This design comes from an exercise in tuning for a short achievable clock period and few clock cycles on the open sky130 flow, not from production work.
In this exercise RTL edits were held to simulation tests only and were not proved equivalent to the original.
Power and IR drop assume default switching activity.

===== flow/config.mk =====
export PLATFORM = sky130hd
export DESIGN_NAME = cpu_core
export DESIGN_NICKNAME = cpu_core
export VERILOG_FILES = /design/flow/design.v
export SDC_FILE = /design/flow/constraint.sdc
export NUM_CORES = 4
export LEC_CHECK = 0
export ABC_CLOCK_PERIOD_IN_PS = 2000
export CAP_MARGIN = 20
export CORE_MARGIN = 2
export CORE_UTILIZATION = 40
export SETUP_SLACK_MARGIN = 4.7
export SLEW_MARGIN = 20
export TNS_END_PERCENT = 100

===== flow/constraint.sdc =====
create_clock -name core_clock -period 7.2 [get_ports {clk}]
set_input_delay 1.4400 -clock core_clock [delete_from_list [all_inputs] [get_ports {clk}]]
set_output_delay 1.4400 -clock core_clock [all_outputs]
set_load 0.01 [all_outputs]

===== flow/design.v =====
module cpu_core(
    input logic clk,
    input logic reset_n,
    output logic[5:0] imem_reg,
    input logic[31:0] imem_data,
    output logic dmem_write,
    output logic[5:0] dmem_reg,
    output logic[31:0] dmem_write_data,
    input logic[31:0] dmem_read_data
);
    logic [3:0]  pc_f;                  
    logic [15:0] np_v, np_dir;          
    logic [3:0]  np_tgt [16];           
    logic        prev_ok, prev_dir;     
    logic [3:0]  prev_pc;               
    logic        d_valid, d_pdir;
    logic [31:0] d_ir;
    logic [3:0]  d_pc;
    logic        e_valid, e_pdir, e_br, e_lw, e_sub, e_wr, e_fa, e_fb;
    logic [31:0] e_a, e_b;
    logic [4:0]  e_rd;
    logic [3:0]  e_pc, e_alt;
    logic        r_wr;
    logic [4:0]  r_rd;
    logic [31:0] r_val;
    logic [31:0] rf [1:31];
    logic        mem_we;
    logic [5:0]  mem_addr;
    logic [31:0] mem_wdata;
    logic        f_jump, f_npv, f_pdir;
    logic [3:0]  f_jtgt, f_next;
    assign imem_reg = {pc_f, 2'b00};
    assign f_jump = imem_data[6:0] == 7'b1100011 && imem_data[19:15] == imem_data[24:20];
    assign f_jtgt = pc_f + {imem_data[25], imem_data[11:9]};
    assign f_npv  = np_v[pc_f];
    assign f_pdir = f_npv ? np_dir[pc_f] : f_jump;
    assign f_next = f_npv ? np_tgt[pc_f] : (f_jump ? f_jtgt : pc_f + 4'd1);
    logic [6:0]  d_op;
    logic [4:0]  d_rd, d_rs1, d_rs2;
    logic        d_is_op, d_is_opimm, d_is_lw, d_is_sw, d_is_br, d_wr, d_sub;
    logic [31:0] d_rf1, d_rf2, d_v1, d_v2, d_imm_i;
    logic        d_h1, d_h2;
    logic [5:0]  d_base, d_off;
    logic [3:0]  d_btgt;
    assign d_op  = d_ir[6:0];
    assign d_rd  = d_ir[11:7];
    assign d_rs1 = d_ir[19:15];
    assign d_rs2 = d_ir[24:20];
    assign d_is_op    = d_op == 7'b0110011;
    assign d_is_opimm = d_op == 7'b0010011;
    assign d_is_lw    = d_op == 7'b0000011 && d_ir[14:12] == 3'b010;
    assign d_is_sw    = d_op == 7'b0100011 && d_ir[14:12] == 3'b010;
    assign d_is_br    = d_op == 7'b1100011;
    assign d_wr       = (d_is_op || d_is_opimm || d_is_lw) && d_rd != 5'd0;
    assign d_sub      = d_is_op && d_ir[31:25] == 7'b0100000;
    assign d_imm_i    = {{20{d_ir[31]}}, d_ir[31:20]};
    assign d_rf1 = d_rs1 == 5'd0 ? 32'd0 : rf[d_rs1];
    assign d_rf2 = d_rs2 == 5'd0 ? 32'd0 : rf[d_rs2];
    assign d_v1 = (r_wr && r_rd == d_rs1) ? r_val : d_rf1;
    assign d_v2 = (r_wr && r_rd == d_rs2) ? r_val : d_rf2;
    assign d_h1 = e_valid && e_wr && e_rd == d_rs1;
    assign d_h2 = e_valid && e_wr && e_rd == d_rs2;
    assign d_btgt = d_pc + {d_ir[25], d_ir[11:9]};
    logic [31:0] e_opa, e_opb, e_sum, e_res;
    logic        e_eq, e_misp;
    assign e_opa  = e_fa ? r_val : e_a;
    assign e_opb  = e_fb ? r_val : e_b;
    assign e_sum  = e_opa + (e_sub ? ~e_opb : e_opb) + {31'd0, e_sub};
    assign e_eq   = e_opa == e_opb;
    assign e_res  = e_lw ? dmem_read_data : e_sum;
    assign e_misp = e_valid && e_br && (e_eq != e_pdir);
    assign d_base = d_h1 ? e_res[5:0] : d_v1[5:0];
    assign d_off  = d_is_sw ? {d_ir[25], d_ir[11:7]} : d_ir[25:20];
    assign dmem_write      = mem_we;
    assign dmem_reg        = mem_addr;
    assign dmem_write_data = mem_wdata;
    always_ff @(posedge clk, negedge reset_n) begin
        if (!reset_n) begin
            pc_f    <= 4'd0;
            np_v    <= 16'd0;
            prev_ok <= 1'b0;
            d_valid <= 1'b0;
            e_valid <= 1'b0;
            r_wr    <= 1'b0;
            mem_we  <= 1'b0;
        end else begin
            if (e_misp) begin
                pc_f     <= e_alt;
                prev_pc  <= e_pc;
                prev_dir <= e_eq;
            end else begin
                pc_f     <= f_next;
                prev_pc  <= pc_f;
                prev_dir <= f_pdir;
            end
            prev_ok <= 1'b1;
            d_valid <= !e_misp;
            e_valid <= d_valid && !e_misp;
            mem_we  <= d_valid && !e_misp && d_is_sw;
            r_wr    <= e_valid && e_wr;
            if (f_jump) begin
                np_v[pc_f] <= 1'b1;
                if (prev_ok)
                    np_v[prev_pc] <= 1'b1;
            end
            if (e_misp)
                np_v[e_pc] <= 1'b1;
        end
    end
    always_ff @(posedge clk) begin
        if (f_jump) begin
            np_dir[pc_f] <= 1'b1;
            np_tgt[pc_f] <= f_jtgt;
            if (prev_ok) begin
                np_dir[prev_pc] <= prev_dir;
                np_tgt[prev_pc] <= f_jtgt;
            end
        end
        if (e_misp) begin
            np_dir[e_pc] <= e_eq;
            np_tgt[e_pc] <= e_alt;
        end
        d_ir  <= imem_data;
        d_pc  <= pc_f;
        d_pdir <= f_pdir;
        e_a   <= d_v1;
        e_b   <= d_is_opimm ? d_imm_i : d_v2;
        e_fa  <= d_h1;
        e_fb  <= d_h2 && !d_is_opimm;
        e_sub <= d_sub;
        e_br  <= d_is_br;
        e_lw  <= d_is_lw;
        e_wr  <= d_wr;
        e_rd  <= d_rd;
        e_pc  <= d_pc;
        e_pdir <= d_pdir;
        e_alt <= d_pdir ? d_pc + 4'd1 : d_btgt;
        mem_addr  <= d_base + d_off;
        mem_wdata <= d_h2 ? e_res : d_v2;
        r_rd  <= e_rd;
        r_val <= e_res;
        if (r_wr)
            rf[r_rd] <= r_val;
    end
endmodule

===== flow/run.sh =====
#!/bin/bash
# synth_recipe.tcl (not shown) runs the flow's synth.tcl, then flattens the netlist and writes it again
# the make line also repeats each setting of config.mk as NAME=value (left out here)
make -C /OpenROAD-flow-scripts/flow DESIGN_CONFIG=/design/flow/config.mk WORK_HOME=/design/flow/orfs CLKGATE_MAP_FILE= SYNTH_SCRIPT=/design/flow/synth_recipe.tcl finish

==> results of run 1 <==
[state kept, by name, indices dropped and copies added, names as in the netlist, 4 cells and up]
register	count
np_dir	16
mem_addr	6
pc_f	4
np_tgt	64
r_val	32
prev_pc	4
e_alt	4
e_pc	4
e_rd	5
e_a	32
rf	992
d_ir	32
mem_wdata	32
d_pc	4
r_rd	5
np_v	16
e_b	32
[final timing paths]
kind | from | to
worst max-delay path | e_fb | r_val[21]
worst min-delay path | d_pc[2] | e_pc[2]
worst max register to register | e_fb | r_val[21]
worst min register to register | d_pc[2] | e_pc[2]
max in group asynchronous | reset_n | pc_f[1]
min in group asynchronous | reset_n | np_v[9]
[final cells by class]
cell class / instances / area (um^2) / area share
inverter: 52 / 195 / 0.00243
clock buffer: 187 / 3950 / 0.0492
timing repair buffer: 611 / 8390 / 0.104
antenna: 1 / 2.50 / 0.0000311
sequential: 1298 / 37000 / 0.460
tap: 2058 / 2570 / 0.0320
clock inverter: 70 / 708 / 0.00881
multi-input combinational: 2326 / 27600 / 0.343
[Yosys cell counts (all sizes together) (6+ instances only)]
cell type / count / share of area
a22oi: 35 / 0.0042
a21o: 25 / 0.0030
inv: 52 / 0.0031
and2: 13 / 0.0013
o21ai: 109 / 0.0087
and3: 12 / 0.0012
buf: 114 / 0.0087
and4: 10 / 0.0014
nor2b: 12 / 0.0012
nand4: 12 / 0.0012
dfxtp: 212 / 0.068
nand3: 48 / 0.0061
a211oi: 62 / 0.0074
clkbuf: 168 / 0.010
a32o: 28 / 0.0045
o22ai: 17 / 0.0017
nor2: 212 / 0.013
mux2: 106 / 0.019
mux4: 512 / 0.18
a32oi: 18 / 0.0025
o21bai: 7 / 0.00084
ha: 59 / 0.012
o21a: 12 / 0.0014
dfrtp: 25 / 0.010
o211ai: 22 / 0.0026
mux2i: 273 / 0.044
nand2b: 22 / 0.0022
nor3b: 7 / 0.00084
xnor2: 84 / 0.012
a21oi: 211 / 0.017
a221oi: 22 / 0.0031
a31oi: 9 / 0.00090
nand2: 153 / 0.0092
nor4: 24 / 0.0024
xor2: 83 / 0.012
edfxtp: 1061 / 0.51
a211o: 12 / 0.0017
nand3b: 8 / 0.00096
nor3: 21 / 0.0017
o31ai: 6 / 0.00072
[cells by family after synthesis]
kind of cell / count (synthesis) / share of synthesized area
other: 2 / 0.000120
flip-flops: 1298 / 0.585
buffers and inverters: 334 / 0.0219
AND/OR/NAND/NOR: 573 / 0.0447
multiplexers: 891 / 0.247
AO/OA/AOI/OAI: 625 / 0.0645
XOR/XNOR: 167 / 0.0236
adder cells (fa/ha/maj): 63 / 0.0130
[layer usage]
metal,vias to the layer above,GRT usage,share of wire
met3,578,0.0600,0.11
met4,4,0.127,0.054
li1,17000,-,-
met2,2870,0.441,0.46
met5,-,0,0.00011
met1,22100,0.378,0.37
[power groups by stage]
stage	combinational [uW]	clock, uW	sequential (uW)
after detailed placement	3550	0	10800
after global placement	3540	0	10800
after floorplan	2620	0	10100
after global routing	5430	7700	10600
after CTS	4740	7410	10500
final	5190	7340	10600
[critical path: cells and delay by family (launching register included)]
family	cells	cell delay, ns
buffers and inverters	6	0.88
muxes	1	0.21
DFF	1	0.41
AOI/OAI and AO/OA	5	1.33
adders and majority gates	1	0.42
xor gates and xnor gates	1	0.09
and+or+nand+nor	2	0.07
[timing repair]
action	4_1_cts	5_1_grt
setup buffers	252	95
pin swaps	147	130
setup endpoints to repair	1112	465
resized for setup	828	232
gates cloned	65	12
[stage by stage]
stage | util | cells
3_5_place_dp | 0.428 | 5921
2_1_floorplan | - | 3954
3_3_place_gp | 0.428 | 5921
4_1_cts | 0.501 | 6495
5_1_grt | 0.515 | 6603
6_report | 0.515 | 6603
==> reports/summary.json, run 1 <==
{
  "outcome": {"value": "finished clean"},
  "vdd.ir_drop.worst": {"value": 0.250, "unit": "mV"},
  "ant_nets": {"value": 0},
  "finish.instance_area": {"value": 80400, "unit": "um^2"},
  "cp_slowest_stage_delay": {"value": 0.42, "unit": "ns"},
  "final_min_period_over_clock_period": {"value": 0.478},
  "tritoncts": {"value": "built"},
  "detailedRoute.firstPassIterationCount": {"value": 7},
  "detailedPlace.worstSlack": {"value": 2.42, "unit": "ns"},
  "cp_slowest_cell": {"value": "ha_1"},
  "timing.hold.ws": {"value": 0.368, "unit": "ns"},
  "timing.critical_path.required": {"value": 7.93, "unit": "ns"},
  "drcViolationCount": {"value": 0},
  "worst_case_clock_buffer_depth": {"value": 3},
  "achievable-frequency": {"value": 0.290, "unit": "GHz"},
  "power_density": {"value": 287, "unit": "nW/um^2"},
  "r2r.worst_path.cells": {"value": 16},
  "timing.slew.headroom": {"value": 0.257},
  "globalplace.congestion": {"value": 0.930},
  "yosys_warnings": {"value": 1},
  "finalNetCount": {"value": 4558},
  "cts_made_buffers": {"value": 140},
  "grt_antenna_before_repair": {"value": 6},
  "grt_usage": {"value": 0.282},
  "sw_frac_of_total": {"value": 0.308},
  "pin_count_of_the_biggest_net_entering_global_routing": {"value": 58},
  "p_switching": {"value": 7100, "unit": "uW"},
  "power.share.sequential": {"value": 0.457},
  "synth-edff-count": {"value": 1061},
  "pin_count": {"value": 111},
  "min_delay_path_depth": {"value": 0},
  "p_int": {"value": 16000, "unit": "uW"},
  "timing.final.max_slew_violations": {"value": 0},
  "ctsRootBufferMaster": {"value": "clkbuf_16"},
  "postPlaceCellArea": {"value": 66800, "unit": "um^2"},
  "layout_commonest_cell": {"value": "edfxtp_1"},
  "power_leakage": {"value": 0.0274, "unit": "uW"},
  "rsz0062_at_grt": {"value": "true"},
  "core_area": {"value": 156000, "unit": "um^2"},
  "proportion_of_register_bits_with_asynchronous_set_or_reset_after_synthesis": {"value": 0.0193},
  "timing.critical_path.from_type": {"value": "flip-flop"},
  "drv_cap": {"value": 0},
  "clock_latency": {"value": 0.80, "unit": "ns"},
  "most_used_cells_in_the_layout_excluding_fill_and_tap_cells": {"value": "1,061 x edfxtp_1, 512 x mux4_2, 235 x mux2i_1"},
  "cts_hold_buf": {"value": 0},
  "combinationalPowerShare": {"value": 0.225},
  "share_clk_of_total_power": {"value": 0.318},
  "floorplan.rows": {"value": 145},
  "vias_per_cell": {"value": 6.44},
  "layout-drive-gt1-share": {"value": 0.416},
  "finalHoldViolations": {"value": 0},
  "crit_path_end_kind": {"value": "flip-flop"},
  "path_clk_slew": {"value": 0.06, "unit": "ns"},
  "cp_max_fo": {"value": 5},
  "worstSetupPathType": {"value": "reg -> reg"},
  "ys_seq_elements": {"value": 1298},
  "crit_arrival": {"value": 4.17, "unit": "ns"},
  "overflow": {"value": 0},
  "netlist_instances": {"value": 3953},
  "hpwl": {"value": 116, "unit": "mm"},
  "tritoncts_num_sinks": {"value": 1298},
  "path_cells": {"value": "buf_6 -> buf_6 -> mux2i_2 -> xnor2_1 -> ha_1 -> buf_6 -> nor2_2 -> o31a_1 -> a311oi_4 -> a21oi_4 -> buf_6 -> o31ai_4 -> buf_4 -> nor3_2 -> o31ai_2 -> buf_4"},
  "synth_sequential_area_ratio": {"value": 0.585},
  "num_vias": {"value": 42500},
  "initial_drc_count": {"value": 6258},
  "design_power_total": {"value": 23100, "unit": "uW"},
  "floorplan.initialDensity": {"value": 0.402},
  "post_drt_wl_per_cell": {"value": 34.8, "unit": "um"},
  "fin_worst_skew": {"value": 0.0359, "unit": "ns"},
  "fin_ws": {"value": 3.76, "unit": "ns"},
  "flow.area_growth_from_synthesis": {"value": 28.1, "unit": "%"},
  "dieWidth": {"value": 400, "unit": "um"},
  "cp_common_cell": {"value": "buf_6"},
  "synth_cell_type_count": {"value": 76},
  "wire_length_reported_by_the_detailed_router": {"value": 230, "unit": "mm"},
  "fp.dieArea": {"value": 160000, "unit": "um^2"},
  "min_period": {"value": 3.44, "unit": "ns"},
  "setup_total_negative_slack": {"value": 0, "unit": "ns"},
  "fillCellCount": {"value": 12500},
  "die_h": {"value": 400, "unit": "um"},
  "yosys_most_used_dff": {"value": "edfxtp_1"},
  "syn_area": {"value": 62700, "unit": "um^2"},
  "first_global_vias": {"value": 41300},
  "finalSetupViolations": {"value": 0},
  "postSynthAreaPerCell": {"value": 15.9, "unit": "um^2"},
  "io_buffers": {"value": 108},
  "tightest_slew": {"value": 1.11, "unit": "ns"},
  "grt_first_pass_wirelength": {"value": 316, "unit": "mm"},
  "worst-r2r-setup-slack": {"value": 3.76, "unit": "ns"},
  "cts.htree.levels": {"value": 4},
  "min_path_type": {"value": "reg -> reg"}
}
Testbench counts, summed over its fixed seeds: cycles 29,863.
==> run 2, diff against run 1 <==
--- a/flow/config.mk
+++ b/flow/config.mk
@@ -6,9 +6,6 @@
 export NUM_CORES = 4
 export LEC_CHECK = 0
-export ABC_CLOCK_PERIOD_IN_PS = 2000
 export CAP_MARGIN = 20
 export CORE_MARGIN = 2
 export CORE_UTILIZATION = 40
-export SETUP_SLACK_MARGIN = 4.7
 export SLEW_MARGIN = 20
-export TNS_END_PERCENT = 100
==> run 2 against run 1 <==
Register-to-register slack got worse by 1.5 ns. Hold slack improved by 0.021 ns. Highest routed layer unchanged. Critical endpoint is now np_tgt[4][0]. Synthesized area unchanged. Sequential power decreased by 7%.
==> reports/summary.json, run 2 <==
{
  "outcome": {"value": "finished clean"},
  "floorplan.initialDensity": {"value": 0.402},
  "yosys.area.top_type_share": {"value": 0.508},
  "synth.top_cells.by_area": {"value": "edfxtp_1 51%, mux4_2 18%, dfxtp_1 6.8%, mux2i_1 4.4%, mux2_2 1.8%"},
  "worst-r2r-setup-slack": {"value": 2.26, "unit": "ns"},
  "pin_count_of_the_biggest_net_entering_global_routing": {"value": 122},
  "postSynthAreaPerCell": {"value": 15.9, "unit": "um^2"},
  "timing.critical_path.required": {"value": 7.62, "unit": "ns"},
  "power.share.sequential": {"value": 0.462},
  "reg2reg_from": {"value": "e_fa"},
  "final_min_period_over_clock_period": {"value": 0.687},
  "worst_setup_path_endpoint": {"value": "np_tgt[4][0]"},
  "path_cells": {"value": "buf_4 -> mux2_4 -> xor2_1 -> nor4_1 -> nand4_1 -> o21ai_1 -> and2_1 -> xor2_4 -> buf_4 -> nand3_2 -> o21ai_0"},
  "core_area": {"value": 156000, "unit": "um^2"},
  "reg_top3": {"value": "rf (992), np_tgt (64)"},
  "cp_slowest_cell": {"value": "xor2_4"},
  "setup_total_negative_slack": {"value": 0, "unit": "ns"},
  "timing.critical_path.from_type": {"value": "flip-flop"},
  "cp_max_fo": {"value": 27},
  "pin_count": {"value": 111},
  "drv_cap": {"value": 0},
  "rsz0062_at_grt": {"value": "false"},
  "proportion_of_register_bits_with_asynchronous_set_or_reset_after_synthesis": {"value": 0.0193},
  "min_period": {"value": 4.94, "unit": "ns"},
  "timing.final.max_slew_violations": {"value": 0},
  "yosys.area_share.simple": {"value": 0.0447},
  "combinationalPowerShare": {"value": 0.209},
  "reg2reg_to": {"value": "np_tgt[4][0]"},
  "p_switching": {"value": 6520, "unit": "uW"},
  "synth_sequential_area_ratio": {"value": 0.585},
  "ctsRootBufferMaster": {"value": "clkbuf_16"},
  "synth_common_cells": {"value": "1,061 x edfxtp_1, 512 x mux4_2, 273 x mux2i_1, 212 x dfxtp_1, 212 x nor2_1"},
  "timing.slew.headroom": {"value": 0.213},
  "startpoint": {"value": "e_fa"},
  "yosys_most_used_dff": {"value": "edfxtp_1"},
  "power_leakage": {"value": 0.0235, "unit": "uW"},
  "globalRouteMet1Util": {"value": 0.342},
  "finalSetupViolations": {"value": 0},
  "fin_worst_skew": {"value": 0.0424, "unit": "ns"},
  "vdd.ir_drop.worst": {"value": 0.214, "unit": "mV"},
  "die_h": {"value": 400, "unit": "um"},
  "synth-compound-area-share": {"value": 0.0645},
  "grt_usage": {"value": 0.245},
  "share_clk_of_total_power": {"value": 0.329},
  "achievable-frequency": {"value": 0.202, "unit": "GHz"},
  "tightest_slew": {"value": 1.17, "unit": "ns"},
  "synthesized_area_fraction_occupied_by_xor_and_xnor_cells": {"value": 0.0236},
  "placed_cells_incl_taps": {"value": 5948},
  "largest_register_ff_count": {"value": 992},
  "tritoncts": {"value": "built"},
  "syn_area": {"value": 62700, "unit": "um^2"},
  "finalHoldViolations": {"value": 0},
  "cts_setup_buffers": {"value": 0},
  "crit_arrival": {"value": 5.37, "unit": "ns"},
  "cts-resized-gates": {"value": 0},
  "overflow": {"value": 0},
  "grt_most_used_layer": {"value": "met2"},
  "finalNetCount": {"value": 4162},
  "r2r.worst_path.cells": {"value": 11},
  "grt_antenna_before_repair": {"value": 7},
  "netlist_instances": {"value": 3953},
  "cp_common_cell": {"value": "buf_4"},
  "clock_latency": {"value": 0.80, "unit": "ns"},
  "ys_seq_elements": {"value": 1298},
  "cts_made_buffers": {"value": 141},
  "registers.top_by_ff_count": {"value": "rf"},
  "sw_frac_of_total": {"value": 0.305},
  "grtUsageMet2": {"value": 0.385},
  "floorplan.rows": {"value": 145},
  "path_clk_slew": {"value": 0.06, "unit": "ns"},
  "yosys_warnings": {"value": 1},
  "post_synth_fa_ha_maj_area_fraction": {"value": 0.0130},
  "grt_first_pass_wirelength": {"value": 280, "unit": "mm"},
  "flow.area_growth_from_synthesis": {"value": 13.0, "unit": "%"},
  "worst_case_clock_buffer_depth": {"value": 3},
  "synth-edff-count": {"value": 1061},
  "num_vias": {"value": 38800},
  "vias_per_cell": {"value": 6.25},
  "tritoncts_num_sinks": {"value": 1298},
  "cp_slowest_stage_delay": {"value": 0.74, "unit": "ns"},
  "fillCellCount": {"value": 13600},
  "initial_drc_count": {"value": 5121},
  "globalplace.congestion": {"value": 0.935},
  "combinational_family_with_the_most_area_after_synthesis": {"value": "multiplexers"},
  "cts.htree.levels": {"value": 4},
  "synthMostInstantiatedCell": {"value": "edfxtp_1"},
  "io_buffers": {"value": 108},
  "dieWidth": {"value": 400, "unit": "um"},
  "crit_path_end_kind": {"value": "flip-flop"},
  "power_density": {"value": 301, "unit": "nW/um^2"},
  "ant_nets": {"value": 0},
  "worstSetupPathType": {"value": "reg -> reg"},
  "layout-drive-gt1-share": {"value": 0.245},
  "hpwl": {"value": 118, "unit": "mm"},
  "synth.area.mux_share": {"value": 0.247},
  "post_drt_wl_per_cell": {"value": 31.9, "unit": "um"},
  "drcViolationCount": {"value": 0},
  "grt_util_met3": {"value": 0.0459},
  "synth_cell_type_count": {"value": 76},
  "layout_commonest_cell": {"value": "edfxtp_1"},
  "detailedRoute.firstPassIterationCount": {"value": 6},
  "first_global_vias": {"value": 38100},
  "final-instance-count-excl-fill": {"value": 6202},
  "most_used_cells_in_the_layout_excluding_fill_and_tap_cells": {"value": "1,061 x edfxtp_1, 512 x mux4_2, 273 x mux2i_1"},
  "wire_length_reported_by_the_detailed_router": {"value": 198, "unit": "mm"},
  "synth_area_leader_cell": {"value": "edfxtp_1"},
  "cts_hold_buf": {"value": 0},
  "fp.dieArea": {"value": 160000, "unit": "um^2"},
  "p_int": {"value": 14900, "unit": "uW"},
  "min_path_type": {"value": "reg -> reg"}
}
-- run 2: area by class of cell --
type | count | area [um^2] | area share
Multi-Input combinational cell | 2322 | 24900 | 0.352
Timing Repair Buffer | 218 | 1980 | 0.0279
Inverter | 52 | 195 | 0.00275
Clock buffer | 179 | 3720 | 0.0525
Clock inverter | 73 | 733 | 0.0103
Antenna cell | 2 | 5.00 | 0.0000706
Sequential cell | 1298 | 36800 | 0.519
Tap cell | 2058 | 2570 | 0.0363
-- run 2: worst max-delay path: cells and delay by family, from the launching register on --
kind	cells	cell delay [ns]
xor+xnor	2	0.90
compound gates	2	0.49
flops	1	0.58
mux	1	0.37
simple gates	4	1.31
buf+inv	2	0.89
-- run 2: logic make-up (layout without fill, tap and decap cells) --
logic type,Yosys count,in the layout
other,2,5
DFF,1298,1298
muxes,891,891
buffers and inverters,334,522
xor gates and xnor gates,167,167
and+or+nand+nor,573,573
adders and majority gates,63,63
AOI/OAI and AO/OA,625,625
-- run 2: stage by stage --
step / setup WS (ns) / total power, uW / util / hold WS (ns) / area [um^2]
6_report: 2.26 / 21400 / 0.455 / 0.389 / 70900
5_1_grt: 2.02 / 22100 / 0.455 / 0.390 / 70900
4_1_cts: 2.19 / 21400 / 0.454 / 0.389 / 70900
3_5_place_dp: 2.23 / 14400 / 0.426 / 0.377 / 66500
3_3_place_gp: 2.32 / 14400 / 0.426 / 0.375 / 66500
2_1_floorplan: 3.40 / 12600 / - / 0.337 / 62700
-- run 2: worst min path at each step --
| stage | from | endpoint | depth (start not counted) |
|---|---|---|---|
| detailed placement | d_pc[3] | e_pc[3] | 0 |
| CTS | d_pc[0] | e_pc[0] | 0 |
| global placement | d_pc[3] | e_pc[3] | 0 |
| finish | d_pc[0] | e_pc[0] | 0 |
| global route | d_pc[3] | e_pc[3] | 0 |
| floorplan | d_pc[0] | e_pc[0] | 0 |
-- run 2: metal layers --
layer  up-vias  part of all wire
met2      2024              0.47
met5         -          0.000061
met3       359             0.090
li1      16200                 -
met4         2             0.035
met1     20200              0.41
-- run 2: power groups by stage --
stage	Clock, uW	Combinational (uW)	Sequential, uW
finish	7030	4480	9870
global route	7420	4770	9910
CTS	7130	4400	9870
detailed placement	0	4380	10000
global placement	0	4360	10000
floorplan	0	2460	10100
==> run 3, diff against run 2 <==
--- a/flow/config.mk
+++ b/flow/config.mk
@@ -6,6 +6,8 @@
 export NUM_CORES = 4
 export LEC_CHECK = 0
+export ABC_CLOCK_PERIOD_IN_PS = 2500
 export CAP_MARGIN = 20
 export CORE_MARGIN = 2
 export CORE_UTILIZATION = 40
+export SETUP_SLACK_MARGIN = 4.4
 export SLEW_MARGIN = 20
==> run 3 against run 2 <==
Still clean. Register-to-register slack gained 1.5 ns. Via count increased by 6.2%. Total power grew 9.8%. Final area is 10% higher. Critical path depth up 5. Cell count rose by 5.0%. Synthesized area did not move. Core utilization increased by 4.7 points. Synthesized cell count unchanged. Combinational power increased by 16%. Fmax is 43% higher. First-iteration DRC count is 6.3% higher. Largest power group unchanged.
==> reports/summary.json, run 3 <==
{
  "outcome": {"value": "finished clean"},
  "power_density": {"value": 300, "unit": "nW/um^2"},
  "grt_antenna_before_repair": {"value": 8},
  "synth_cell_type_count": {"value": 76},
  "timing.critical_path.from_type": {"value": "flip-flop"},
  "clock_latency": {"value": 0.80, "unit": "ns"},
  "grt_usage": {"value": 0.267},
  "finalNetCount": {"value": 4467},
  "worstSetupPathType": {"value": "reg -> reg"},
  "synth_common_cells": {"value": "1,061 x edfxtp_1, 512 x mux4_2, 273 x mux2i_1, 212 x dfxtp_1, 212 x nor2_1"},
  "finalHoldViolations": {"value": 0},
  "initial_drc_count": {"value": 5443},
  "timing.slew.headroom": {"value": 0.269},
  "drv_cap": {"value": 0},
  "tightest_slew": {"value": 1.09, "unit": "ns"},
  "floorplan.initialDensity": {"value": 0.402},
  "ctsRootBufferMaster": {"value": "clkbuf_16"},
  "synth.top_cells.by_area": {"value": "edfxtp_1 51%, mux4_2 18%, dfxtp_1 6.8%, mux2i_1 4.4%, mux2_2 1.8%"},
  "yosys.area.top_type_share": {"value": 0.508},
  "dr_wl_met3": {"value": 21.3, "unit": "mm"},
  "timing.critical_path.required": {"value": 7.83, "unit": "ns"},
  "rsz0062_at_grt": {"value": "true"},
  "setup_total_negative_slack": {"value": 0, "unit": "ns"},
  "tritoncts_num_sinks": {"value": 1298},
  "wl_met1": {"value": 84.2, "unit": "mm"},
  "met2_length": {"value": 105, "unit": "mm"},
  "crit_arrival": {"value": 4.08, "unit": "ns"},
  "final-instance-count-excl-fill": {"value": 6515},
  "yosys_warnings": {"value": 1},
  "flow.area_growth_from_synthesis": {"value": 24.8, "unit": "%"},
  "grt_first_pass_wirelength": {"value": 301, "unit": "mm"},
  "vias_per_cell": {"value": 6.32},
  "postSynthAreaPerCell": {"value": 15.9, "unit": "um^2"},
  "fin_worst_skew": {"value": 0.0520, "unit": "ns"},
  "largest_register_ff_count": {"value": 992},
  "hpwl": {"value": 117, "unit": "mm"},
  "fp.dieArea": {"value": 160000, "unit": "um^2"},
  "reg_top3": {"value": "rf (992), np_tgt (64)"},
  "drcViolationCount": {"value": 0},
  "final_min_period_over_clock_period": {"value": 0.479},
  "pin_count_of_the_biggest_net_entering_global_routing": {"value": 71},
  "proportion_of_register_bits_with_asynchronous_set_or_reset_after_synthesis": {"value": 0.0193},
  "min_path_type": {"value": "reg -> reg"},
  "synthMostInstantiatedCell": {"value": "edfxtp_1"},
  "crit_path_end_kind": {"value": "flip-flop"},
  "yosys_most_used_dff": {"value": "edfxtp_1"},
  "cp_max_fo": {"value": 8},
  "highest-signal-layer": {"value": "met5"},
  "dieWidth": {"value": 400, "unit": "um"},
  "die_h": {"value": 400, "unit": "um"},
  "synth_area_leader_cell": {"value": "edfxtp_1"},
  "core_area": {"value": 156000, "unit": "um^2"},
  "ant_nets": {"value": 0},
  "detailedRoute.firstPassIterationCount": {"value": 5},
  "cts.htree.levels": {"value": 4},
  "post_drt_wl_per_cell": {"value": 33.6, "unit": "um"},
  "floorplan.rows": {"value": 145},
  "io_buffers": {"value": 108},
  "layout_commonest_cell": {"value": "edfxtp_1"},
  "registers.top_by_ff_count": {"value": "rf"},
  "min_period": {"value": 3.45, "unit": "ns"},
  "most_used_cells_in_the_layout_excluding_fill_and_tap_cells": {"value": "1,061 x edfxtp_1, 512 x mux4_2, 229 x mux2i_1"},
  "synth-edff-count": {"value": 1061},
  "first_global_vias": {"value": 40300},
  "path_clk_slew": {"value": 0.06, "unit": "ns"},
  "placed_cells_incl_taps": {"value": 5924},
  "worst_case_clock_buffer_depth": {"value": 3},
  "syn_area": {"value": 62700, "unit": "um^2"},
  "achievable-frequency": {"value": 0.290, "unit": "GHz"},
  "wire_length_reported_by_the_detailed_router": {"value": 219, "unit": "mm"},
  "timing.final.max_slew_violations": {"value": 0},
  "globalplace.congestion": {"value": 0.876},
  "synth_sequential_area_ratio": {"value": 0.585},
  "num_vias": {"value": 41200},
  "pin_count": {"value": 111},
  "finalSetupViolations": {"value": 0},
  "netlist_instances": {"value": 3953},
  "cts_made_buffers": {"value": 141},
  "vdd.ir_drop.worst": {"value": 0.179, "unit": "mV"},
  "ys_seq_elements": {"value": 1298},
  "power_leakage": {"value": 0.0266, "unit": "uW"},
  "layout-drive-gt1-share": {"value": 0.386},
  "tritoncts": {"value": "built"},
  "overflow": {"value": 0},
  "cts_hold_buf": {"value": 0}
}
-- run 3: cell counts after synthesis --
Identical to the previous run, type by type.
-- run 3: path summary, 6_finish.rpt --
path                            startpoint   endpoint  slack (ns)  cells after the start
min in group asynchronous          reset_n    np_v[1]        1.09                      2
worst max-delay path                  e_fb  r_val[27]        3.75                     16
max in group asynchronous          reset_n    pc_f[2]        5.73                      2
worst min register to register     d_pc[2]    e_pc[2]        0.34                      0
worst max register to register        e_fb  r_val[27]        3.75                     16
worst min-delay path               d_pc[2]    e_pc[2]        0.34                      0
-- run 3: layout make-up --
cell class              instances  area (um^2)
diodes                          1         2.50
multi-input cells            2324        27300
clock buffers                 180         3870
well taps                    2058         2570
fillers                     12700        77700
clock inverters                81         1030
repair buffers                521         6400
inverters                      52          195
flip-flops and latches       1298        36900
-- run 3: repair_timing --
item	in CTS	in global routing
setup endpoints to repair	637	335
gates cloned	35	6
pin swaps	124	90
hold endpoints to repair	0	0
setup buffers	186	102
resized for setup	639	233
-- run 3: cells by family after synthesis --
group | after synthesis | share of synthesized area
AO/OA/AOI/OAI | 625 | 0.0645
flip-flops | 1298 | 0.585
buffers and inverters | 334 | 0.0219
AND/OR/NAND/NOR | 573 | 0.0447
adder cells (fa/ha/maj) | 63 | 0.0130
XOR/XNOR | 167 | 0.0236
multiplexers | 891 | 0.247
other | 2 | 0.000120
-- run 3: per-stage QoR --
stage	cell area (um^2)	setup WS, ns	hold slack [ns]	util	power [uW]
global route	78300	3.59	0.358	0.502	24100
CTS	76300	3.80	0.347	0.489	23000
detailed placement	66700	2.56	0.358	0.427	14500
finish	78300	3.75	0.345	0.502	23500
global placement	66700	2.51	0.353	0.427	14400
floorplan	63400	4.03	0.337	-	12700
-- run 3: critical path, cell delays in order, from the launching register on --
cell and delay, ns:
dfxtp_4 0.39, buf_6 0.13, buf_6 0.10, buf_6 0.12, buf_12 0.13, mux2i_4 0.19, xnor2_2 0.17, ha_4 0.30
a21o_1 0.19, a21oi_2 0.10, o21ai_1 0.24, nand2_2 0.14, a32oi_2 0.27, a31oi_4 0.16, o41ai_4 0.39, xnor2_1 0.17
o21ai_1 0.09
-- run 3: report_power, final --
part | leakage (uW) | switching (uW) | internal (uW)
Combinational | 0.0126 | 2870 | 2310
Sequential | 0.0116 | 1250 | 9380
Clock | 0.00239 | 3140 | 4550
Total | 0.0266 | 7250 | 16200
-- run 3: routing by layer --
layer  GRT usage  vias to the layer above
li1            -                    16800
met3      0.0488                      407
met1       0.360                    21700
met4      0.0961                        6
met2       0.434                     2333
met5           0                        -
==> run 4, diff against run 3 <==
--- a/flow/design.v
+++ b/flow/design.v
@@ -17,5 +17,7 @@
     logic [31:0] d_ir;
     logic [3:0]  d_pc;
-    logic        e_valid, e_pdir, e_br, e_lw, e_sub, e_wr, e_fa, e_fb;
+    logic        e_valid, e_pdir, e_br, e_lw, e_sub, e_wr;
+    logic        t_misp, t_eq;            
+    logic [3:0]  t_pc, t_alt;
     logic [31:0] e_a, e_b;
     logic [4:0]  e_rd;
@@ -62,13 +64,13 @@
     assign d_h2 = e_valid && e_wr && e_rd == d_rs2;
     assign d_btgt = d_pc + {d_ir[25], d_ir[11:9]};
-    logic [31:0] e_opa, e_opb, e_sum, e_res;
+    logic [31:0] e_sum, e_res, d_opa, d_opb;
     logic        e_eq, e_misp;
-    assign e_opa  = e_fa ? r_val : e_a;
-    assign e_opb  = e_fb ? r_val : e_b;
-    assign e_sum  = e_opa + (e_sub ? ~e_opb : e_opb) + {31'd0, e_sub};
-    assign e_eq   = e_opa == e_opb;
+    assign e_sum  = e_a + e_b + {31'd0, e_sub};
+    assign e_eq   = e_a == e_b;
     assign e_res  = e_lw ? dmem_read_data : e_sum;
     assign e_misp = e_valid && e_br && (e_eq != e_pdir);
     assign d_base = d_h1 ? e_res[5:0] : d_v1[5:0];
+    assign d_opa  = d_h1 ? e_res : d_v1;
+    assign d_opb  = d_is_opimm ? d_imm_i : (d_h2 ? e_res : d_v2);
     assign d_off  = d_is_sw ? {d_ir[25], d_ir[11:7]} : d_ir[25:20];
     assign dmem_write      = mem_we;
@@ -79,4 +81,5 @@
             pc_f    <= 4'd0;
             np_v    <= 16'd0;
+            t_misp  <= 1'b0;
             prev_ok <= 1'b0;
             d_valid <= 1'b0;
@@ -104,6 +107,7 @@
                     np_v[prev_pc] <= 1'b1;
             end
-            if (e_misp)
-                np_v[e_pc] <= 1'b1;
+            t_misp <= e_misp;
+            if (t_misp)
+                np_v[t_pc] <= 1'b1;
         end
     end
@@ -117,15 +121,16 @@
             end
         end
-        if (e_misp) begin
-            np_dir[e_pc] <= e_eq;
-            np_tgt[e_pc] <= e_alt;
+        t_pc  <= e_pc;
+        t_eq  <= e_eq;
+        t_alt <= e_alt;
+        if (t_misp) begin
+            np_dir[t_pc] <= t_eq;
+            np_tgt[t_pc] <= t_alt;
         end
         d_ir  <= imem_data;
         d_pc  <= pc_f;
         d_pdir <= f_pdir;
-        e_a   <= d_v1;
-        e_b   <= d_is_opimm ? d_imm_i : d_v2;
-        e_fa  <= d_h1;
-        e_fb  <= d_h2 && !d_is_opimm;
+        e_a   <= d_opa;
+        e_b   <= d_sub ? ~d_opb : d_opb;
         e_sub <= d_sub;
         e_br  <= d_is_br;
--- a/flow/config.mk
+++ b/flow/config.mk
@@ -6,8 +6,9 @@
 export NUM_CORES = 4
 export LEC_CHECK = 0
-export ABC_CLOCK_PERIOD_IN_PS = 2500
+export ABC_CLOCK_PERIOD_IN_PS = 2000
 export CAP_MARGIN = 20
 export CORE_MARGIN = 2
 export CORE_UTILIZATION = 40
-export SETUP_SLACK_MARGIN = 4.4
+export SETUP_SLACK_MARGIN = 4.7
 export SLEW_MARGIN = 20
+export TNS_END_PERCENT = 100
==> run 4 against run 3 <==
Still clean on timing, DRC and antenna. Routed wire length is 4.9% higher. Combinational power rose by 6.0%. Sequential cell count up 8. Cell count grew 3.4%. Sequential share of layout area shrank 0.79 points. Die area fell by 1.4%. Non-clock buffer count rose by 145. Count of clock-buffer cells in the layout grew 4. Total power down 2.4%. Synthesized area down 1.5%. Setup slack worse by 0.060 ns. Sequential power decreased by 4%. Critical path type unchanged. Largest cell class unchanged. Largest power group unchanged. Highest routed layer unchanged.
==> reports/summary.json, run 4 <==
{
  "fin_worst_skew": {"value": 0.0465, "unit": "ns"},
  "worst_case_clock_buffer_depth": {"value": 3},
  "worstSetupPathType": {"value": "reg -> reg"},
  "grt_usage": {"value": 0.285},
  "tritoncts_num_sinks": {"value": 1306},
  "timing.hold.worst.start": {"value": "e_pc[0]"},
  "reg_top3": {"value": "rf (992), np_tgt (64)"},
  "postLayoutCoreUtil": {"value": 0.519},
  "outcome": {"value": "finished clean"},
  "timing.slew.headroom": {"value": 0.203},
  "first_global_vias": {"value": 41800},
  "ys_seq_elements": {"value": 1306},
  "path_cells": {"value": "buf_6 -> buf_16 -> buf_12 -> buf_6 -> mux4_2 -> mux4_2 -> nand2b_4 -> a32oi_4 -> a21oi_4 -> ha_1 -> a21oi_1 -> xor2_1 -> xnor2_1"},
  "drv_cap": {"value": 0},
  "grt_first_pass_wirelength": {"value": 318, "unit": "mm"},
  "cp_max_fo": {"value": 6},
  "cp_num_buf_inv": {"value": 4},
  "yosys_most_used_dff": {"value": "edfxtp_1"},
  "initial_drc_count": {"value": 6436},
  "layout-drive-gt1-share": {"value": 0.416},
  "registers.top_by_ff_count": {"value": "rf"},
  "proportion_of_register_bits_with_asynchronous_set_or_reset_after_synthesis": {"value": 0.0199},
  "finalSetupViolations": {"value": 0},
  "post_drt_wl_per_cell": {"value": 34.1, "unit": "um"},
  "cp_slowest_cell": {"value": "mux4_2"},
  "synth.area.mux_share": {"value": 0.218},
  "tightest_slew": {"value": 1.19, "unit": "ns"},
  "grt_antenna_before_repair": {"value": 5},
  "pin_count_of_the_biggest_net_entering_global_routing": {"value": 58},
  "yosys_warnings": {"value": 1},
  "timing.critical_path.from_type": {"value": "flip-flop"},
  "synth_sequential_area_ratio": {"value": 0.597},
  "finalHoldViolations": {"value": 0},
  "num_vias": {"value": 43600},
  "cp_slowest_stage_delay": {"value": 0.54, "unit": "ns"},
  "setup_total_negative_slack": {"value": 0, "unit": "ns"},
  "design_power_total": {"value": 22900, "unit": "uW"},
  "detailedRoute.firstPassIterationCount": {"value": 6},
  "floorplan.rows": {"value": 144},
  "rsz0062_at_grt": {"value": "true"},
  "min_period": {"value": 3.51, "unit": "ns"},
  "cts.htree.levels": {"value": 4},
  "die_h": {"value": 397, "unit": "um"},
  "vdd.ir_drop.worst": {"value": 0.202, "unit": "mV"},
  "synth_cell_type_count": {"value": 76},
  "syn_area": {"value": 61800, "unit": "um^2"},
  "final_min_period_over_clock_period": {"value": 0.488},
  "overflow": {"value": 0},
  "synth_common_cells": {"value": "1,061 x edfxtp_1, 479 x mux4_2, 273 x a21oi_1, 260 x nand2_1, 230 x nor2_1"},
  "ctsRootBufferMaster": {"value": "clkbuf_16"},
  "largest_register_ff_count": {"value": 992},
  "synthMostInstantiatedCell": {"value": "edfxtp_1"},
  "fp.dieArea": {"value": 158000, "unit": "um^2"},
  "postSynthAreaPerCell": {"value": 15.2, "unit": "um^2"},
  "tritoncts": {"value": "built"},
  "synth.top_cells.by_area": {"value": "edfxtp_1 52%, mux4_2 17%, dfxtp_1 7.1%, mux2i_1 3.4%, a21oi_1 2.2%"},
  "dieWidth": {"value": 397, "unit": "um"},
  "reg2reg_to": {"value": "mem_addr[5]"},
  "synthesized_area_fraction_occupied_by_xor_and_xnor_cells": {"value": 0.0101},
  "r2r.worst_path.cells": {"value": 13},
  "synth-edff-count": {"value": 1061},
  "reg2reg_from": {"value": "d_ir[15]"},
  "worst_path_dominant_cell_family": {"value": "multiplexers"},
  "clock_latency": {"value": 0.80, "unit": "ns"},
  "finalNetCount": {"value": 4700},
  "worst_hold_path.endpoint": {"value": "t_pc[0]"},
  "worst-r2r-setup-slack": {"value": 3.69, "unit": "ns"},
  "globalplace.congestion": {"value": 0.907},
  "achievable-frequency": {"value": 0.285, "unit": "GHz"},
  "ant_nets": {"value": 0},
  "power_density": {"value": 287, "unit": "nW/um^2"},
  "most_used_cells_in_the_layout_excluding_fill_and_tap_cells": {"value": "1,061 x edfxtp_1, 479 x mux4_2, 300 x buf_4"},
  "flow.area_growth_from_synthesis": {"value": 29.2, "unit": "%"},
  "crit_path_end_kind": {"value": "flip-flop"},
  "crit_arrival": {"value": 4.19, "unit": "ns"},
  "vias_per_cell": {"value": 6.47},
  "finish.instance_area": {"value": 79900, "unit": "um^2"},
  "timing.final.max_slew_violations": {"value": 0},
  "fillCellCount": {"value": 12300},
  "wire_length_reported_by_the_detailed_router": {"value": 230, "unit": "mm"},
  "hpwl": {"value": 122, "unit": "mm"},
  "cts_made_buffers": {"value": 140},
  "cts_hold_buf": {"value": 0},
  "yosys.area_share.simple": {"value": 0.0541},
  "postPlaceCellArea": {"value": 65900, "unit": "um^2"},
  "pin_count": {"value": 111},
  "post_synth_fa_ha_maj_area_fraction": {"value": 0.0136},
  "io_buffers": {"value": 108},
  "path_clk_slew": {"value": 0.06, "unit": "ns"},
  "power_leakage": {"value": 0.0272, "unit": "uW"},
  "timing.critical_path.required": {"value": 7.87, "unit": "ns"},
  "synth_area_leader_cell": {"value": "edfxtp_1"},
  "core_area": {"value": 154000, "unit": "um^2"},
  "combinational_family_with_the_most_area_after_synthesis": {"value": "multiplexers"},
  "layout_commonest_cell": {"value": "edfxtp_1"},
  "floorplan.initialDensity": {"value": 0.402},
  "min_delay_path_depth": {"value": 0},
  "yosys.area.top_type_share": {"value": 0.515},
  "min_path_type": {"value": "reg -> reg"},
  "netlist_instances": {"value": 4064},
  "timing.hold.ws": {"value": 0.347, "unit": "ns"},
  "drcViolationCount": {"value": 0},
  "synth-compound-area-share": {"value": 0.0803}
}
run 4: changes by cell type in the layout (fill, tap and decap cells not counted), moves of 35 or more:
cell and change:
a211oi_1 -35, a21oi_2 +41, buf_4 +94, dfxtp_2 +54
mux2_2 -36, mux2i_1 -45, nand2_1 +85, xor2_1 -54
run 4: layout make-up:
type,instances,area (um^2),area share
tap,2044,2560,0.0320
inverter,55,233,0.00291
multi-input combinational,2401,27000,0.338
clock buffer,184,3770,0.0472
timing repair buffer,666,8460,0.106
clock inverter,73,802,0.0100
sequential,1306,37000,0.463
antenna,7,17.5,0.000219
run 4: kinds of logic after synthesis:
logic type / Yosys count
adders and majority gates: 64
DFF: 1306
buffers and inverters: 362
other: 2
muxes: 742
and+or+nand+nor: 735
AOI/OAI and AO/OA: 782
xor gates and xnor gates: 71
run 4: repair_timing:
| action | 4_1_cts | 5_1_grt |
|---|---|---|
| resized for setup | 944 | 242 |
| cloned | 67 | 9 |
| setup endpoints to repair | 1039 | 332 |
| pin swaps | 171 | 177 |
| buffers inserted | 253 | 125 |
run 4: worst max path at each step:
stage	start	to	slack, ns	cells past startpoint
final	d_ir[15]	mem_addr[5]	3.69	13
after global routing	d_ir[15]	mem_addr[5]	3.58	15
after CTS	d_ir[15]	mem_addr[5]	3.69	15
after detailed placement	d_ir[15]	mem_addr[5]	2.85	14
after global placement	d_ir[15]	mem_addr[5]	2.81	14
after floorplan	d_ir[15]	mem_addr[5]	3.97	17
run 4: metal layers:
layer / wire [um] / share of wire / GRT usage / vias to the layer above
li1: - / - / - / 17400
met1: 85300 / 0.37 / 0.384 / 22300
met2: 103000 / 0.45 / 0.436 / 3204
met3: 27900 / 0.12 / 0.0673 / 678
met4: 12800 / 0.056 / 0.133 / 2
met5: 20 / 0.000087 / 0 / -
run 4: per-stage QoR:
step | setup WS, ns | std cells
2_1_floorplan | 3.97 | 4065
3_3_place_gp | 2.81 | 6018
3_5_place_dp | 2.85 | 6018
4_1_cts | 3.69 | 6595
5_1_grt | 3.58 | 6735
6_report | 3.69 | 6736
run 4: where the power goes:
part / internal [uW] / total, uW / switching [uW]
combinational: 2430 / 5490 / 3060
clock: 4100 / 7260 / 3160
sequential: 9330 / 10200 / 847
run 4: worst register-to-register path, stage by stage, from the launching register on:
cell	delay, ns
dfxtp_4	0.43
buf_6	0.14
buf_16	0.14
buf_12	0.14
buf_6	0.10
mux4_2	0.50
mux4_2	0.54
nand2b_4	0.19
a32oi_4	0.32
a21oi_4	0.10
ha_1	0.34
a21oi_1	0.19
xor2_1	0.19
xnor2_1	0.09
Testbench counts of run 4, summed over its fixed seeds: cycles 29,863.

-- what the ideal ports hide --
No port has a modelled driver above. Below, the same layouts with a new extraction and two added sets of constraints.
Step 1: set_driving_cell puts a clkbuf_16 on clk and a buf_2 on each other input, an assumption about the parent block.
Step 2 times the ports against the registers' clock, not the clock port: input delays grow and output delays shrink by t, the midpoint of the rising clock arrivals with the driver on.
a / b / c = ideal / step 1 / step 2; a / b = the first two.
run	t (ns)	slack for setup (ns)	worst hold slack (ns)	worst data-port slew with drivers (ns)
run 1	0.869	3.756 / 3.756 / 3.331	0.368 / 0.368 / 0.368	0.10
run 2	0.859	2.256 / 2.256 / 2.256	0.389 / 0.389 / 0.389	0.09
run 3	0.853	3.748 / 3.748 / 3.280	0.345 / 0.345 / 0.345	0.12
run 4	0.865	3.687 / 3.687 / 3.262	0.347 / 0.347 / 0.347	0.13
After both steps setup and hold are still met in every run listed. The setup slack of run 3, which loses most, moves by 0.000 ns with the drivers and by -0.468 ns with both steps.
